Background: an optimization exercise with open tools, aiming at small area. Do not read the settings as production practice. In this exercise RTL edits were held to simulation tests only and were not proved equivalent to the original. No activity file was given, so power comes from the tool's default toggle rates.

== Q ==
==> flow/design.v (excerpt) <==
module core(clock, reset_n, ce, address, in, out, rd, we);
  input clock;
  wire clock;
  input reset_n;
  wire reset_n;
  input ce;
  wire ce;
  output [15:0] address;
  wire [15:0] address;
  input [7:0] in;
  wire [7:0] in;
  output [7:0] out;
  reg [7:0] out;
  output rd;
  wire rd;
  output we;
  wire we;
  wire [7:0] R;
  wire _0_;
  wire _1000_;
  wire _1001_;
  wire _1002_;
  wire _1003_;
  wire _1004_;
  wire _1005_;
  wire _1006_;
  wire _1007_;
  wire _1008_;
  wire _1009_;
  wire _100_;
  wire _1010_;
  wire _1011_;
  wire _1012_;
  wire _1013_;
  wire _1014_;
  wire _1015_;
  wire _1016_;
  wire _1017_;
  wire _1018_;
  wire _1019_;
  wire _101_;
  wire _1020_;
  wire _1021_;
  wire _1022_;
  wire _1023_;
  wire _1024_;
  wire _1025_;
  wire _1026_;
  wire _1027_;
  wire _1028_;
  wire _1029_;
  wire _102_;
  wire _1030_;
  wire _1031_;
  wire _1032_;
  wire _1033_;
  wire _1034_;
  wire _1035_;
  wire _1036_;
  wire _1037_;
  wire _1038_;
  wire _103_;
  wire _104_;
  wire _105_;
  wire _106_;
  ...
export LEC_CHECK = 0
export ABC_AREA = 1
export CAP_MARGIN = 20
export CORE_MARGIN = 2
export CORE_UTILIZATION = 45
export CTS_BUF_LIST = sky130_fd_sc_hd__clkbuf_8
export SLEW_MARGIN = 20
create_clock -name core_clock -period 10.0 [get_ports {clock}]
standard.sh (not shown) runs the stock make flow with config.mk's settings and CLKGATE_MAP_FILE= SYNTH_SCRIPT=/design/flow/synth_recipe.tcl, a recipe that flattens the netlist after the stock synthesis.
==> flow/flow/run.sh <==
#!/bin/bash
# The standard layout (standard.sh) with two changes:
#  - after the standard synthesis, the combinational logic between the registers
#    is re-mapped for area with ABC's &nf mapper (flow/remap.tcl); the registers
#    keep their cells and names;
#  - the port buffers inserted at global placement are the smallest buffer cell.
set -euo pipefail
export RES_DIR=$PWD/orfs/results/${FLOW_PLATFORM}/core/base
export BUFFER_PORTS_ARGS="-buffer_cell sky130_fd_sc_hd__buf_1"
YOSYS=$FLOW_HOME/../tools/install/yosys/bin/yosys
bash standard.sh synth > standard_synth.log 2>&1
cp "$RES_DIR/1_2_yosys.v" "$RES_DIR/1_2_yosys_std.v"
"$YOSYS" -c flow/remap.tcl > remap.log 2>&1
rm -f "$RES_DIR/1_synth.odb" "$RES_DIR/1_synth.sdc"
bash standard.sh > standard.log 2>&1
==> flow/flow/remap.tcl <==
# Re-maps the combinational logic of the standard synthesis netlist for area.
# The registers (and tie cells) are kept as they are, instance for instance:
# they are black boxes here, so only the logic between them is re-mapped.
yosys -import
set lib $::env(FLOW_HOME)/platforms/sky130hd/lib/sky130_fd_sc_hd__tt_025C_1v80.lib
set res $::env(RES_DIR)
set fp [open flow/dont_use.txt r]; set du [string trim [read $fp]]; close $fp
read_liberty -ignore_miss_func $lib
blackbox sky130_fd_sc_hd__dfxtp_1 sky130_fd_sc_hd__edfxtp_1 sky130_fd_sc_hd__conb_1
read_verilog $res/1_2_yosys_std.v
hierarchy -check -top core
flatten
yosys rename -hide w:*.*
opt_clean
tee -o remap_before.txt stat -liberty $lib
abc -liberty $lib {*}$du -script "+strash;&get -n;&dch;&nf -R 1000;&put;topo"
read_liberty -lib -ignore_redef $lib
splitnets
opt_clean -purge
hilomap -singleton -hicell sky130_fd_sc_hd__conb_1 HI -locell sky130_fd_sc_hd__conb_1 LO
insbuf -buf sky130_fd_sc_hd__buf_4 A X
check -assert
tee -o remap_after.txt stat -liberty $lib
write_verilog -noattr -nohex -nodec $res/1_2_yosys.v
Other scripts of this flow, unchanged in this note and not shown: flow/flow/dont_use.txt
Both conditions hold for Q: the flow ran to the end and the final layout passed the timing, DRC and antenna checks.
[inputs] S vs Q
==> flow/flow/run.sh <==
#!/bin/bash
# The standard layout (standard.sh) with these changes:
#  - after the standard synthesis, the combinational logic between the registers
#    is re-mapped for area with ABC's &nf mapper (flow/remap.tcl); the registers
#    keep their cells and names;
#  - the port buffers inserted at global placement are the smallest buffer cell;
#  - clock tree synthesis inserts no dummy loads.
set -euo pipefail
export RES_DIR=$PWD/orfs/results/${FLOW_PLATFORM}/core/base
export BUFFER_PORTS_ARGS="-buffer_cell sky130_fd_sc_hd__buf_1"
export CTS_ARGS="-sink_clustering_enable -repair_clock_nets -buf_list sky130_fd_sc_hd__clkbuf_8 -dont_use_dummy_load"
YOSYS=$FLOW_HOME/../tools/install/yosys/bin/yosys
bash standard.sh synth > standard_synth.log 2>&1
cp "$RES_DIR/1_2_yosys.v" "$RES_DIR/1_2_yosys_std.v"
"$YOSYS" -c flow/remap.tcl > remap.log 2>&1
rm -f "$RES_DIR/1_synth.odb" "$RES_DIR/1_synth.sdc"
bash standard.sh > standard.log 2>&1
diff --git a/flow/flow/remap.tcl b/flow/flow/remap.tcl
--- a/flow/flow/remap.tcl
+++ b/flow/flow/remap.tcl
@@ -14,5 +14,5 @@
 opt_clean
 tee -o remap_before.txt stat -liberty $lib
-abc -liberty $lib {*}$du -script "+strash;&get -n;&dch;&nf -R 1000;&put;topo"
+abc -liberty $lib {*}$du -script "+strash;&get -n;&dch;&nf -R 1000 -F 10 -A 10 -a -p;&put;topo"
 read_liberty -lib -ignore_redef $lib
 splitnets
[summary]
- Both conditions hold for S: the flow ran to the end and the final layout passed the timing, DRC and antenna checks.
- Per the comparison of S with Q, share of the clock period used by the worst path after layout climbed 1.6 points; power dropped 4.8%; per-instance average area after synthesis barely changed.
- The launch point of the worst path comes out in[4] in one run and in[7] in the other, namely in S and Q respectively.
- Compared S vs Q, and global-route usage is down in S.

Setup of oak:
Another version of the RTL of core (not shown whole).
Size: ~860 cells after synthesis, ~37 I/O pins, ~0.0066 mm2 of cells after synthesis.
clock: 10.0 ns
lec_check: 0
abc_area: 1
cap_margin: 20
core_margin: 2
core_utilization: 45
cts_buf_list: sky130_fd_sc_hd__clkbuf_8
gpl_timing_driven: 0
slew_margin: 20
==> flow/flow/run.sh <==
#!/bin/bash
# The standard layout (standard.sh) with these changes:
#  - after the standard synthesis, the combinational logic between the registers
#    is re-mapped for area with ABC's &nf mapper (flow/remap.tcl); the registers
#    keep their cells and names;
#  - the port buffers inserted at global placement are the smallest buffer cell;
#  - clock tree synthesis inserts no dummy loads.
set -euo pipefail
export RES_DIR=$PWD/orfs/results/${FLOW_PLATFORM}/core/base
export BUFFER_PORTS_ARGS="-buffer_cell sky130_fd_sc_hd__buf_1"
export CTS_ARGS="-sink_clustering_enable -repair_clock_nets -buf_list sky130_fd_sc_hd__clkbuf_4 -root_buf sky130_fd_sc_hd__clkbuf_8 -sink_clustering_size 8 -dont_use_dummy_load"
YOSYS=$FLOW_HOME/../tools/install/yosys/bin/yosys
bash standard.sh synth > standard_synth.log 2>&1
cp "$RES_DIR/1_2_yosys.v" "$RES_DIR/1_2_yosys_std.v"
"$YOSYS" -c flow/remap.tcl > remap.log 2>&1
rm -f "$RES_DIR/1_synth.odb" "$RES_DIR/1_synth.sdc"
bash standard.sh > standard.log 2>&1
==> flow/flow/remap.tcl <==
# Re-maps the combinational logic of the standard synthesis netlist for area.
# The registers (and tie cells) are kept as they are, instance for instance:
# they are black boxes here, so only the logic between them is re-mapped.
yosys -import
set lib $::env(FLOW_HOME)/platforms/sky130hd/lib/sky130_fd_sc_hd__tt_025C_1v80.lib
set res $::env(RES_DIR)
set fp [open flow/dont_use.txt r]; set du [string trim [read $fp]]; close $fp
read_liberty -ignore_miss_func $lib
blackbox sky130_fd_sc_hd__dfxtp_1 sky130_fd_sc_hd__edfxtp_1 sky130_fd_sc_hd__conb_1
read_verilog $res/1_2_yosys_std.v
hierarchy -check -top core
flatten
yosys rename -hide w:*.*
opt_clean
tee -o remap_before.txt stat -liberty $lib
abc -liberty $lib {*}$du -script "+strash;&get -n;&dch;&nf -R 1000 -F 10 -A 10 -a -p;&put;topo"
read_liberty -lib -ignore_redef $lib
splitnets
opt_clean -purge
hilomap -singleton -hicell sky130_fd_sc_hd__conb_1 HI -locell sky130_fd_sc_hd__conb_1 LO
insbuf -buf sky130_fd_sc_hd__buf_4 A X
check -assert
tee -o remap_after.txt stat -liberty $lib
write_verilog -noattr -nohex -nodec $res/1_2_yosys.v
Other scripts of this flow, unchanged in this note and not shown: flow/flow/dont_use.txt
Changes in pine relative to oak:
--- a/flow/flow/run.sh
+++ b/flow/flow/run.sh
@@ -11 +11 @@
-export CTS_ARGS="-sink_clustering_enable -repair_clock_nets -buf_list sky130_fd_sc_hd__clkbuf_4 -root_buf sky130_fd_sc_hd__clkbuf_8 -sink_clustering_size 8 -dont_use_dummy_load"
+export CTS_ARGS="-sink_clustering_enable -repair_clock_nets -buf_list sky130_fd_sc_hd__clkbuf_8 -dont_use_dummy_load"
==> comparison <==
pine: no failed stages, no open violations at the end. Re core utilization of the finished layout: no difference whatsoever between pine and oak. Time the worst path needs with I/O delays and setup came out exactly the same in pine and oak. Power dissipated in combinational cells of oak is on par with pine. As far as number of flip-flops and latches goes, pine and oak are indistinguishable; the numbers are identical.
Inputs modified between pine and birch:
--- a/flow/flow/run.sh
+++ b/flow/flow/run.sh
@@ -4 +4 @@
-#    is re-mapped for area with ABC's &nf mapper (flow/remap.tcl); the registers
+#    is restructured (ABC &deepsyn) and re-mapped for area (ABC &nf), see flow/remap.tcl; the registers
--- a/flow/flow/remap.tcl
+++ b/flow/flow/remap.tcl
@@ -1 +1,2 @@
-# Re-maps the combinational logic of the standard synthesis netlist for area.
+# Re-maps the combinational logic of the standard synthesis netlist for area:
+# two rounds of ABC's &deepsyn (90 s each) followed by the &nf area mapper.
@@ -16 +17,3 @@
-abc -liberty $lib {*}$du -script "+strash;&get -n;&dch;&nf -R 1000 -F 10 -A 10 -a -p;&put;topo"
+set nf "&nf -R 1000 -F 10 -A 10 -a -p"
+set round "strash;&get -n;&deepsyn -T 90;&dch;$nf;&put"
+abc -liberty $lib {*}$du -script "+strash;dc2;&get -n;&deepsyn -T 90;&dch;$nf;&put;$round;topo"
Findings:
birch finished all stages; the layout is clean.
Looking at via count across birch and pine, the one that comes out lower is birch.
Compared to pine, the router laid down less metal wire for birch.
Cmp birch vs pine: clock skew higher in birch
Total power: birch and pine compared, higher one is pine
Between pine and birch, the flow reports count of routing violations after the opening detailed-route iteration decreasing by more than 10%.
birch vs. pine: area added between synthesis and finish went up by 0.24 points.
birch ends up with higher post-route minimum period than pine does.

## afterwards: timing with drivers on the ports
Ports are ideal in the flow. The routed layouts listed here were re-timed in OpenROAD. Step 1, drivers: a clkbuf_16 drives clock and a buf_2 each remaining input, both assumed. Step 2 also shifts input and output timing later by t, the mid clock arrival at the registers, as if the neighbouring blocks saw the same clock. Three values: no drivers, after step 1, after step 2; two values: the first two.
run	shift t [ns]	slack for setup (ns)	worst hold slack (ns)	latest minus earliest clock arrival (ns)
Q	0.433	0.890 / 0.904 / 0.471	0.481 / 0.481 / 0.481	0.016 / 0.016
S	0.415	0.731 / 0.746 / 0.331	0.512 / 0.512 / 0.512	0.030 / 0.030
oak	0.414	1.030 / 1.050 / 0.636	0.502 / 0.502 / 0.502	0.016 / 0.016
pine	0.414	1.030 / 1.050 / 0.636	0.502 / 0.502 / 0.502	0.016 / 0.016
birch	0.401	0.770 / 0.770 / 0.770	0.458 / 0.458 / 0.458	0.038 / 0.038
After both steps every run listed still meets setup and hold. The setup slack of Q, which loses most, moves by +0.014 ns with the drivers and by -0.419 ns with both steps.
